What follows belongs to an exercise in optimizing a design on an open flow for small area; a production flow would make more cautious choices. In this exercise RTL edits were held to simulation tests only and were not proved equivalent to the original. The clock cells of this run come from the design's own scripts or RTL, not from TritonCTS. No driver is modelled on the clock port, so clock power and skew are understated where the tree is cut down; a real chip needs a root buffer or a tree. Power is estimated from default activity; no workload was simulated.

==> flow/design.v <==
module uart_tx (
    input  logic clk,
    input  logic rst,
    input  logic send,
    output logic tx
);
    localparam logic [7:0] MSG = "E";
    logic [3:0]  st;
    logic [10:0] u;
    wire term = (u[9:0] == 10'd520);           
    wire kick = (st == 4'd1);
    wire stop = term && (st == 4'd13);
    always_ff @(posedge clk or posedge rst) begin
        if (rst) begin
            st <= 4'd0;
            u  <= '0;
        end else begin
            u <= {u[9] ^ kick ^ stop, u[8:4], u[3] ^ kick ^ stop, u[2:0], u[10] ^ u[1] ^ term};
            case (st)
                4'd0:  if (send) st <= 4'd1;
                4'd1:  st <= 4'd2;
                4'd2:  if (term) st <= 4'd3;
                4'd3:  st <= 4'd4;
                4'd4:  if (term) st <= 4'd5;
                4'd5:  if (term) st <= 4'd6;
                4'd6:  if (term) st <= 4'd7;
                4'd7:  if (term) st <= 4'd8;
                4'd8:  if (term) st <= 4'd9;
                4'd9:  if (term) st <= 4'd10;
                4'd10: if (term) st <= 4'd11;
                4'd11: if (term) st <= 4'd12;
                4'd12: if (term) st <= 4'd13;
                4'd13: if (term) st <= 4'd14;
                default: st <= 4'd0;
            endcase
        end
    end
    always_comb begin
        case (st)
            4'd2, 4'd3:                  tx = 1'b0;        
            4'd4:                        tx = MSG[0];
            4'd5:                        tx = MSG[1];
            4'd6:                        tx = MSG[2];
            4'd7:                        tx = MSG[3];
            4'd8:                        tx = MSG[4];
            4'd9:                        tx = MSG[5];
            4'd10:                       tx = MSG[6];
            4'd11:                       tx = MSG[7];
            default:                     tx = 1'b1;
        endcase
    end
endmodule
module uart_rx (
    input  logic       clk,
    input  logic       rst,
    input  logic       rx,
    output logic [7:0] data,
    output logic       valid
);
    localparam logic [3:0] S_IDLE = 4'd0,
                           S_START = 4'd4,
                           S_D0 = 4'd8,
                           S_D1 = 4'd9,
                           S_D2 = 4'd10,
                           S_D3 = 4'd11,
                           S_D4 = 4'd12,
                           S_D5 = 4'd13,
                           S_D6 = 4'd14,
                           S_D7 = 4'd15,
                           S_STOP = 4'd6,
                           S_DONE = 4'd2;
    logic [3:0]  st;
    logic [10:0] u;
    wire idle = (st == S_IDLE) || (st == S_DONE);
    wire term = (u[9:0] == 10'd520);
    wire kick = idle && !rx;
    wire stop = term && (st == S_STOP || (st == S_START && rx));
    assign valid = (st == S_DONE);
    logic [3:0] st_succ;    
    always_comb
        case (st)
            S_D0: st_succ = S_D1;
            S_D1: st_succ = S_D2;
            S_D2: st_succ = S_D3;
            S_D3: st_succ = S_D4;
            S_D4: st_succ = S_D5;
            S_D5: st_succ = S_D6;
            S_D6: st_succ = S_D7;
            default: st_succ = S_STOP;
        endcase
    wire in_data = !idle && (st != S_START) && (st != S_STOP);
    always_ff @(posedge clk or posedge rst) begin
        if (rst) begin
            st <= S_IDLE;
            u  <= '0;
        end else begin
            u <= {u[9] ^ stop, u[8] ^ kick, u[7:4], u[3] ^ kick ^ stop, u[2], u[1] ^ kick, u[0], u[10] ^ u[1] ^ term};
            if (idle) st <= rx ? S_IDLE : S_START;
            else if (term) begin
                if (st == S_START)     st <= rx ? S_IDLE : S_D0;
                else if (st == S_STOP) st <= S_DONE;
                else                   st <= st_succ;
            end
        end
    end
    always_ff @(posedge clk)
        if (term && in_data) data <= {rx, data[7:1]};
endmodule
module rxlogic_handle (
    input  logic        clk,
    input  logic        rst,
    input  logic [7:0]  data,
    input  logic        valid,
    input  logic        adv,     
    output logic [4:0]  code     
);
    function automatic logic [4:0] enc(input logic [7:0] c);
        logic is_letter, is_digit;
        logic [4:0] lcode, dcode;
        is_letter = (c[7:5] == 3'b010) && (c[4:0] != 5'd0) && (c[4:0] <= 5'd26);
        is_digit  = (c[7:4] == 4'b0011) && (c[3:0] <= 4'd9);
        lcode = ((c[4:0] == 5'd24) ? 5'd8 : c[4:0]) ^ 5'd15;
        dcode[0] = (c[3:0] == 4'd2) | (c[3:0] == 4'd4) | (c[3:0] == 4'd7) | (c[3:0] == 4'd9);
        dcode[1] = (c[3:0] == 4'd1) | (c[3:0] == 4'd4) | (c[3:0] == 4'd6) | (c[3:0] == 4'd7) | (c[3:0] == 4'd9);
        dcode[2] = (c[3:0] == 4'd1) | (c[3:0] == 4'd2) | (c[3:0] == 4'd3) | (c[3:0] == 4'd4) | (c[3:0] == 4'd5) | (c[3:0] == 4'd7);
        dcode[3] = (c[3:0] == 4'd5) | (c[3:0] == 4'd7);
        dcode[4] = (c[3:0] == 4'd2) | (c[3:0] == 4'd3) | (c[3:0] == 4'd4) | (c[3:0] == 4'd5) | (c[3:0] == 4'd6) | (c[3:0] == 4'd8) | (c[3:0] == 4'd9);
        enc = is_letter ? lcode : is_digit ? dcode : 5'd17;
    endfunction
    logic [39:0] d;        
    logic [2:0]  rs;       
    logic [2:0]  wpos;     
    logic        pend;     
    logic        fl;       
    wire  [4:0]  wcode = enc(data);
    wire         wnow  = (valid | pend) && (wpos == 3'd7);
    function automatic logic [2:0] inc1(input logic [2:0] x);
        inc1 = {x[2] ^ (x[1] & x[0]), x[1] ^ x[0], ~x[0]};
    endfunction
    function automatic logic [2:0] inc2(input logic [2:0] x);
        inc2 = {x[2] ^ x[1], ~x[1], x[0]};
    endfunction
    always_ff @(posedge clk or posedge rst) begin
        if (rst) begin
            fl   <= 1'b1;
            rs   <= 3'd0;
            wpos <= 3'd7;
            pend <= 1'b0;
        end else begin
            if (wpos == 3'd6) fl <= 1'b0;
            pend <= (valid | pend) && !wnow;
            wpos <= wnow ? wpos : inc1(wpos);
            rs   <= adv ? inc2(rs) : inc1(rs);
        end
    end
    always_ff @(posedge clk)
        d <= {d[34:0], wnow ? wcode : (d[39:35] & {5{~fl}})};
    assign code = (pend && rs == wpos) ? wcode : (d[5*rs +: 5] & {5{~fl}});
endmodule
module NDigitDisplay #(
    parameter N_DIGITS=8
)(
    input  logic        clk,
    input  logic        rstn,
    input  logic        rx,
    input  logic        send,
    output logic        tx,
    output logic [7:0]  an,
    output logic [6:0]  seg
);
    function automatic logic [6:0] dec(input logic [4:0] c);
        dec[0] = (c == 5'd13) | (c == 5'd11) | (c == 5'd7) | (c == 5'd6) | (c == 5'd5) | (c == 5'd3) | (c == 5'd2) | (c == 5'd1) | (c == 5'd29) | (c == 5'd27) | (c == 5'd26) | (c == 5'd25) | (c == 5'd23) | (c == 5'd22) | (c == 5'd17);
        dec[1] = (c == 5'd13) | (c == 5'd12) | (c == 5'd10) | (c == 5'd9) | (c == 5'd8) | (c == 5'd4) | (c == 5'd3) | (c == 5'd2) | (c == 5'd1) | (c == 5'd28) | (c == 5'd27) | (c == 5'd24) | (c == 5'd18) | (c == 5'd17);
        dec[2] = (c == 5'd12) | (c == 5'd10) | (c == 5'd9) | (c == 5'd3) | (c == 5'd31) | (c == 5'd29) | (c == 5'd27) | (c == 5'd21) | (c == 5'd17);
        dec[3] = (c == 5'd15) | (c == 5'd14) | (c == 5'd9) | (c == 5'd7) | (c == 5'd6) | (c == 5'd4) | (c == 5'd2) | (c == 5'd1) | (c == 5'd31) | (c == 5'd30) | (c == 5'd29) | (c == 5'd24) | (c == 5'd23) | (c == 5'd17);
        dec[4] = (c == 5'd15) | (c == 5'd6) | (c == 5'd5) | (c == 5'd30) | (c == 5'd28) | (c == 5'd25) | (c == 5'd23) | (c == 5'd22) | (c == 5'd20) | (c == 5'd19) | (c == 5'd17);
        dec[5] = (c == 5'd15) | (c == 5'd11) | (c == 5'd6) | (c == 5'd5) | (c == 5'd2) | (c == 5'd1) | (c == 5'd25) | (c == 5'd24) | (c == 5'd21) | (c == 5'd20) | (c == 5'd17);
        dec[6] = (c == 5'd15) | (c == 5'd12) | (c == 5'd8) | (c == 5'd6) | (c == 5'd5) | (c == 5'd3) | (c == 5'd0) | (c == 5'd26) | (c == 5'd25) | (c == 5'd17);
    endfunction
    logic [7:0] r_data;
    logic       r_valid;
    logic [4:0] code;
    logic [4:0] scode;    
    localparam logic [4:0] BLANK = 5'd17;   
    uart_tx UART_TX (.clk(clk), .rst(rstn), .send(send), .tx(tx));
    uart_rx UART_RX (.clk(clk), .rst(rstn), .rx(rx), .data(r_data), .valid(r_valid));
    localparam logic [13:0] C_INIT = 14'd13977;
    logic [13:0] cnt;
    logic [3:0]  index;
    logic [8:0]  onehot;
    wire cterm = ({cnt[13], cnt[9:0]} == {1'b0, 10'd844});
    wire cfb   = ~(cnt[13] ^ cnt[11] ^ cnt[4] ^ cnt[1]) ^ cterm;
    rxlogic_handle RxLogic (.clk(clk), .rst(rstn), .data(r_data), .valid(r_valid),
                            .adv(cterm && index != 4'd8), .code(code));
    always_ff @(posedge clk or posedge rstn) begin
        if (rstn) begin
            cnt   <= C_INIT;
            index <= '0;
            scode <= BLANK;
        end else begin
            cnt <= {cnt[12:0], cfb};
            if (cterm)
                case (index)
                    4'd0: index <= 4'd1;
                    4'd1: index <= 4'd2;
                    4'd2: index <= 4'd3;
                    4'd3: index <= 4'd4;
                    4'd4: index <= 4'd5;
                    4'd5: index <= 4'd6;
                    4'd6: index <= 4'd7;
                    4'd7: index <= 4'd8;
                    default: index <= 4'd0;
                endcase
            scode <= code;
        end
    end
    always_comb
        for (int k = 0; k < 9; k++) onehot[k] = (index == 4'(k));
    assign an  = ~onehot[7:0];
    assign seg = dec(scode);
endmodule
==> flow/flow/run.sh <==
#!/bin/bash
# Layout flow: the standard synthesis with an area-oriented ABC script
# and no adder extraction, then the standard ORFS steps with a lighter clock
# tree and minimum-size port buffers. Each step's output goes to its own log.
set -euo pipefail
F=$PWD/flow
export MY_ABC_SCRIPT=$F/abc_area.script
export FLOW_SYNTH_TCL=$PWD/synth_recipe.tcl
bash standard.sh SYNTH_SCRIPT=$F/mysynth.tcl ADDER_MAP_FILE= synth > synth.log 2>&1
export PRE_CTS_TCL=$F/mycts.tcl
bash standard.sh \
  "BUFFER_PORTS_ARGS=-buffer_cell sky130_fd_sc_hd__buf_1" \
  finish > layout.log 2>&1
==> flow/flow/abc_area.script <==
strash
&get -n
&st
&dc2
&syn4
&dc2
&dch -f
&nf -R 3000 -a
&put
topo
==> flow/flow/mycts.tcl <==
# PRE_CTS hook: replaces TritonCTS with a small hand-built clock tree. The
# clock port drives one root inverter, which drives MY_CTS_NBUF leaf
# inverters, each driving the flip-flops of one cluster (k-means on the
# flip-flop positions) from the cluster's centre. Every flip-flop sees the
# same two inversions; the rest of ORFS's CTS step (placement legalisation,
# timing repair) runs as usual.
set ::env(MY_CTS_NBUF) 6
set ::env(MY_CTS_BUF) sky130_fd_sc_hd__inv_8
set ::env(MY_CTS_ROOT) sky130_fd_sc_hd__inv_6
# Clock tree built by hand in place of TritonCTS: the clock port drives
# NBUF buffers (CLKBUF), each driving the flip-flops of one cluster
# (k-means on the flip-flop positions), placed at its cluster's centre.
proc my_clock_tree {args} {
  set nbuf $::env(MY_CTS_NBUF)
  set cell $::env(MY_CTS_BUF)
  set block [ord::get_db_block]
  set master [[ord::get_db] findMaster $cell]
  set clknet [$block findNet clk]
  set sinks {}
  foreach it [$clknet getITerms] {
    set inst [$it getInst]
    set loc [$inst getLocation]
    lappend sinks [list $it [lindex $loc 0] [lindex $loc 1]]
  }
  # k-means, seeded along x
  set sorted [lsort -real -index 1 $sinks]
  set n [llength $sorted]
  set cent {}
  for {set k 0} {$k < $nbuf} {incr k} {
    set s [lindex $sorted [expr {int(($k + 0.5) * $n / $nbuf)}]]
    lappend cent [list [lindex $s 1] [lindex $s 2]]
  }
  for {set iter 0} {$iter < 50} {incr iter} {
    set groups {}
    for {set k 0} {$k < $nbuf} {incr k} { lappend groups {} }
    foreach s $sinks {
      set best 0; set bd 1e30
      for {set k 0} {$k < $nbuf} {incr k} {
        set c [lindex $cent $k]
        set d [expr {abs([lindex $s 1]-[lindex $c 0]) + abs([lindex $s 2]-[lindex $c 1])}]
        if {$d < $bd} { set bd $d; set best $k }
      }
      lset groups $best [concat [lindex $groups $best] [list $s]]
    }
    set cent {}
    foreach g $groups {
      set sx 0; set sy 0
      foreach s $g { set sx [expr {$sx + [lindex $s 1]}]; set sy [expr {$sy + [lindex $s 2]}] }
      set m [expr {max(1, [llength $g])}]
      lappend cent [list [expr {int($sx / $m)}] [expr {int($sy / $m)}]]
    }
  }
  for {set k 0} {$k < $nbuf} {incr k} {
    set g [lindex $groups $k]
    if {[llength $g] == 0} { continue }
    set inst [odb::dbInst_create $block $master "clkbuf_leaf_$k"]
    set net [odb::dbNet_create $block "clknet_leaf_$k"]
    $net setSigType CLOCK
    foreach s $g {
      set it [lindex $s 0]
      $it disconnect
      $it connect $net
    }
    [$inst findITerm A] connect $clknet
    [outterm $inst] connect $net
    set c [lindex $cent $k]
    $inst setLocation [lindex $c 0] [lindex $c 1]
    $inst setPlacementStatus PLACED
    puts "clock buffer $k: [llength $g] sinks at $c"
  }
  $clknet setSigType CLOCK
  if {[info exists ::env(MY_CTS_ROOT)]} {
    set rm [[ord::get_db] findMaster $::env(MY_CTS_ROOT)]
    set root [odb::dbInst_create $block $rm "clkbuf_root"]
    set rnet [odb::dbNet_create $block "clknet_root"]
    $rnet setSigType CLOCK
    set sx 0; set sy 0; set n 0
    foreach it [$clknet getITerms] {
      set l [[$it getInst] getLocation]
      set sx [expr {$sx + [lindex $l 0]}]; set sy [expr {$sy + [lindex $l 1]}]; incr n
      $it disconnect
      $it connect $rnet
    }
    [$root findITerm A] connect $clknet
    [outterm $root] connect $rnet
    $root setLocation [expr {int($sx/$n)}] [expr {int($sy/$n)}]
    $root setPlacementStatus PLACED
  }
}
proc outterm {inst} {
  set t [$inst findITerm X]
  if {$t == "NULL" || $t == ""} { set t [$inst findITerm Y] }
  return $t
}
proc clock_tree_synthesis {args} {
  my_clock_tree
  set_propagated_clock [all_clocks]
}
==> flow/flow/mysynth.tcl <==
# The standard synthesis (synth_recipe.tcl), with the ABC step given an
# area-oriented script instead of ORFS's speed script.
proc abc {args} {
  set i [lsearch -exact $args -script]
  if {$i >= 0} { lset args [expr {$i+1}] $::env(MY_ABC_SCRIPT) }
  yosys abc {*}$args
}
source $::env(FLOW_SYNTH_TCL)
==> flow/standard.sh <==
#!/bin/bash
# synth_recipe.tcl (not shown) runs the flow's synth.tcl, then flattens the netlist and writes it again
# the make line also repeats each setting of config.mk as NAME=value (left out here)
make -C /OpenROAD-flow-scripts/flow DESIGN_CONFIG=/design/flow/config.mk WORK_HOME=/design/flow/orfs CLKGATE_MAP_FILE= SYNTH_SCRIPT=/design/flow/synth_recipe.tcl "${@:-finish}"
==> flow/config.mk <==
export PLATFORM = sky130hd
export DESIGN_NAME = NDigitDisplay
export DESIGN_NICKNAME = NDigitDisplay
export VERILOG_FILES = /design/flow/design.v
export SDC_FILE = /design/flow/constraint.sdc
export NUM_CORES = 4
export LEC_CHECK = 0
export CAP_MARGIN = 20
export CORE_MARGIN = 2
export CORE_UTILIZATION = 40
export SLEW_MARGIN = 20
==> flow/constraint.sdc <==
create_clock -name core_clock -period 10.0 [get_ports {clk}]
set_input_delay 2.0000 -clock core_clock [delete_from_list [all_inputs] [get_ports {clk}]]
set_output_delay 2.0000 -clock core_clock [all_outputs]
set_load 0.01 [all_outputs]
==> impl_metrics.ini <==
[logic_synthesis]
syn_area_um2 = 4120
synth_cell_types = 45
ys.flop_type = dfrtp_1
synth_common_cells = 49 x nand2_1, 47 x dfrtp_1, 40 x dfxtp_1
synth_top_area_share_pct = 28.5
yosysTopAreaCell = dfrtp_1
synth-warning-count = 4
synthCells = 380
syn_area_per_cell_um2 = 10.9
synth-edff-count = 8
seq_area_frac_synth_pct = 62.7
synth_most_common_cell = nand2_1
synth.top_cells.by_area = dfrtp_1 29%, dfxtp_1 19%, dfstp_2 8.9%, edfxtp_1 5.8%, nand2_1 4.5%
async_reset_ff_share_pct = 56.0
syn-num-nets = 384
synth_seq_cells = 109

[worst_setup_path]
critPathBufInv = 1
reg2reg_from = UART_RX.u[7]$_DFF_PP0_
setup.worst_path.start = scode[3]$_DFF_PP0_
worst-setup-path-type = flip-flop to primary output
cp-end-kind = primary output
path_cells = nand2b_1 -> nand2_1 -> nor2_1 -> a21oi_1 -> o311a_1 -> o21ai_0 -> buf_1
cp-start-kind = flip-flop
cp_top_family = flip-flops
cp_max_fo = 13
cp_data_required_time_ns = 8.00
cpPeakStageDelay_ns = 0.52
crit_arrival_ns = 1.77
critPathSlowestCell = dfrtp_1

[global_route]
grt_usage_pct = 13.6
antenna_found_initial = 0
met3_usage_pct = 1.67
met1_usage_pct = 19.3
busiest_layer = met2
grt_max_degree = 62
grt_pass1_wl_um = 13000
grt_pass1_vias = 2794
grtUsageMet2_pct = 22.1
grt_overflow = 0

[detailed_routing]
drc = 0
route.final.wire_length_um = 7410
firstDrtPassIters = 4
vias = 2860
ant_nets = 0
wire_per_inst_um = 13.6
drt_iter0_drc = 137
avgViaCountPerCell = 5.27

[worst_hold_path]
worstHoldStart = RxLogic.d[27]$_DFF_P_
hold_path.class = flip-flop to flip-flop

[timing]
skew_ns = 0.0233
fmax_mhz = 265
hold_slack_ns = 0.355
fin_crit_ns = 3.77
slew_headroom_pct = 51.1
drv_slew = 0
period_share_pct = 37.7
tightestPinTransition_ns = 0.734
finalSetupTns_ns = 0
hold_violations = 0
setup_viol = 0
setup_ws_ns = 6.23
rsz0062_at_grt = no

[cells_and_area]
layout.nets = 413
area_growth_pct = 7.89
antenna_cells = 0
final_layout_size_suffix_gt1_share_pct = 6.14

[power_and_ir_drop]
switching_share_pct = 29.0
p_sw_mw = 0.225
p_per_area_nw_per_um2 = 175
comb_power_share_pct = 9.3
internal_power_mw = 0.552
p_leak_nw = 1.69
power_frac_seq_pct = 69.0
p_clk_share_pct = 21.7
peakVddDrop_v = 0.000121

[outcome]
status = complete, no violations

[place]
pre_cts_ws_ns = 6.50
place_congestion = 0.858
io_buffers = 19
dp_hpwl_um = 5190

[die]
die_area_um2 = 11100
die_h_um = 106
start_util_pct = 40.5
num_rows = 37
die_x_um = 106
core_um2 = 10200
io_pins = 20

[cts]
cts.hold.buffers_added = 0
postCtsResizedCells = 0
postCtsSetupRepairBufs = 0
clk_pin_slew_worst_paths_ns = 0.09
worstSkewPairLatency_ns = 0.22

[flow_run]
timing.max_cap.violations = 0
==> placed cells by master, fill, tap and decap left out, types with 3 or more instances in the layout <==
master    count
a211oi_1      3
nor2_1       32
nand2b_1      8
nor4_1        3
a22o_1        3
a31oi_1       5
or3_1         3
xor2_1        7
nor4b_1       5
o31ai_1       3
xnor2_1       9
inv_8         6
dfstp_2      14
a21oi_1      17
buf_1        19
or4_1         4
dfrtp_1      47
o21ai_0      22
nor2b_1       9
edfxtp_1      8
clkinv_1      9
nand2_1      49
nand3_1      17
and3_1        3
or2_0         3
dfxtp_1      40
o221ai_1      5
nor3_1       11
o22ai_1      14
==> state kept, by name (all words and copies together), names as in the netlist <==
name          count
RxLogic.d        40
cnt              14
UART_RX.u        11
UART_TX.u        11
UART_RX.data      8
scode             5
UART_RX.st        4
UART_TX.st        4
index             4
RxLogic.rs        3
RxLogic.wpos      3
RxLogic.fl        1
RxLogic.pend      1
==> cell families (layout without fill, tap and decap cells) <==
family | count (synthesis) | after routing | share of synthesized area [%]
flops | 109 | 109 | 62.7
simple gates | 154 | 154 | 18.1
compound gates | 89 | 89 | 13.8
buf+inv | 10 | 37 | 0.910
mux | 2 | 2 | 1.09
xor+xnor | 16 | 16 | 3.40
==> stage by stage <==
step	instance area, µm²	util, %	std cells	total power, mW
global route	4450	43.7	543	0.825
CTS	4450	43.7	543	0.788
detailed placement	4370	42.9	536	0.617
global placement	4370	42.9	536	0.614
floorplan	4120	-	380	0.593
finish	4450	43.7	543	0.778
==> power groups by stage <==
| stage | registers (mW) | logic [mW] | clock network (mW) |
|---|---|---|---|
| after global placement | 0.544 | 0.0706 | 0 |
| final | 0.536 | 0.0722 | 0.169 |
| after detailed placement | 0.545 | 0.0729 | 0 |
| after CTS | 0.537 | 0.0726 | 0.179 |
| after global routing | 0.546 | 0.0840 | 0.195 |
| after floorplan | 0.534 | 0.0592 | 0 |
==> final cells by class <==
class                   count  area [µm²]
fillers                  1010        5740
inverters                  17         114
multi-input cells         261        1500
flip-flops and latches    109        2580
well taps                 136         170
repair buffers             20        78.8
==> path summary, 6_finish.rpt <==
kind,slack [ns],cells past startpoint,end
max,6.23,7,seg[6]
min,0.36,0,RxLogic.d[32]$_DFF_P_
max reg2reg,7.87,3,UART_RX.data[3]$_DFFE_PP_
min reg2reg,0.36,0,RxLogic.d[32]$_DFF_P_
max in group asynchronous,7.55,3,UART_RX.u[4]$_DFF_PP0_
min in group asynchronous,1.96,3,cnt[11]$_DFF_PP0_
==> metal layers <==
layer / share of wire, % / up-vias
met1: 49 / 1362
li1: - / 1429
met3: 3.8 / 19
met4: 2.8 / 0
met5: 0 / -
met2: 44 / 50

separate check: timing with driven ports:
Ports are ideal in the flow. The routed layout listed here was re-timed in OpenROAD. Step 1, drivers: a clkbuf_16 drives clk and a buf_2 each remaining input, both assumed. Step 2 adds t to the input delays and takes it off the output delays; t is the mean of the earliest and latest rising clock arrival at the registers after step 1. Input paths then give back, and output paths get back, about the clock's delay inside the block. Three values: ideal ports, drivers, drivers and shift; two values: the first two.
t, ns: 0.246
setup slack, ns: 6.231 / 6.191 / 6.437
hold WS [ns]: 0.355 / 0.355 / 0.355
worst register clock-pin slew, ns: 0.10 / 0.10
After both steps setup and hold are still met in this run. For this run, drivers alone change the setup slack by -0.040 ns; drivers and shift together by +0.206 ns.
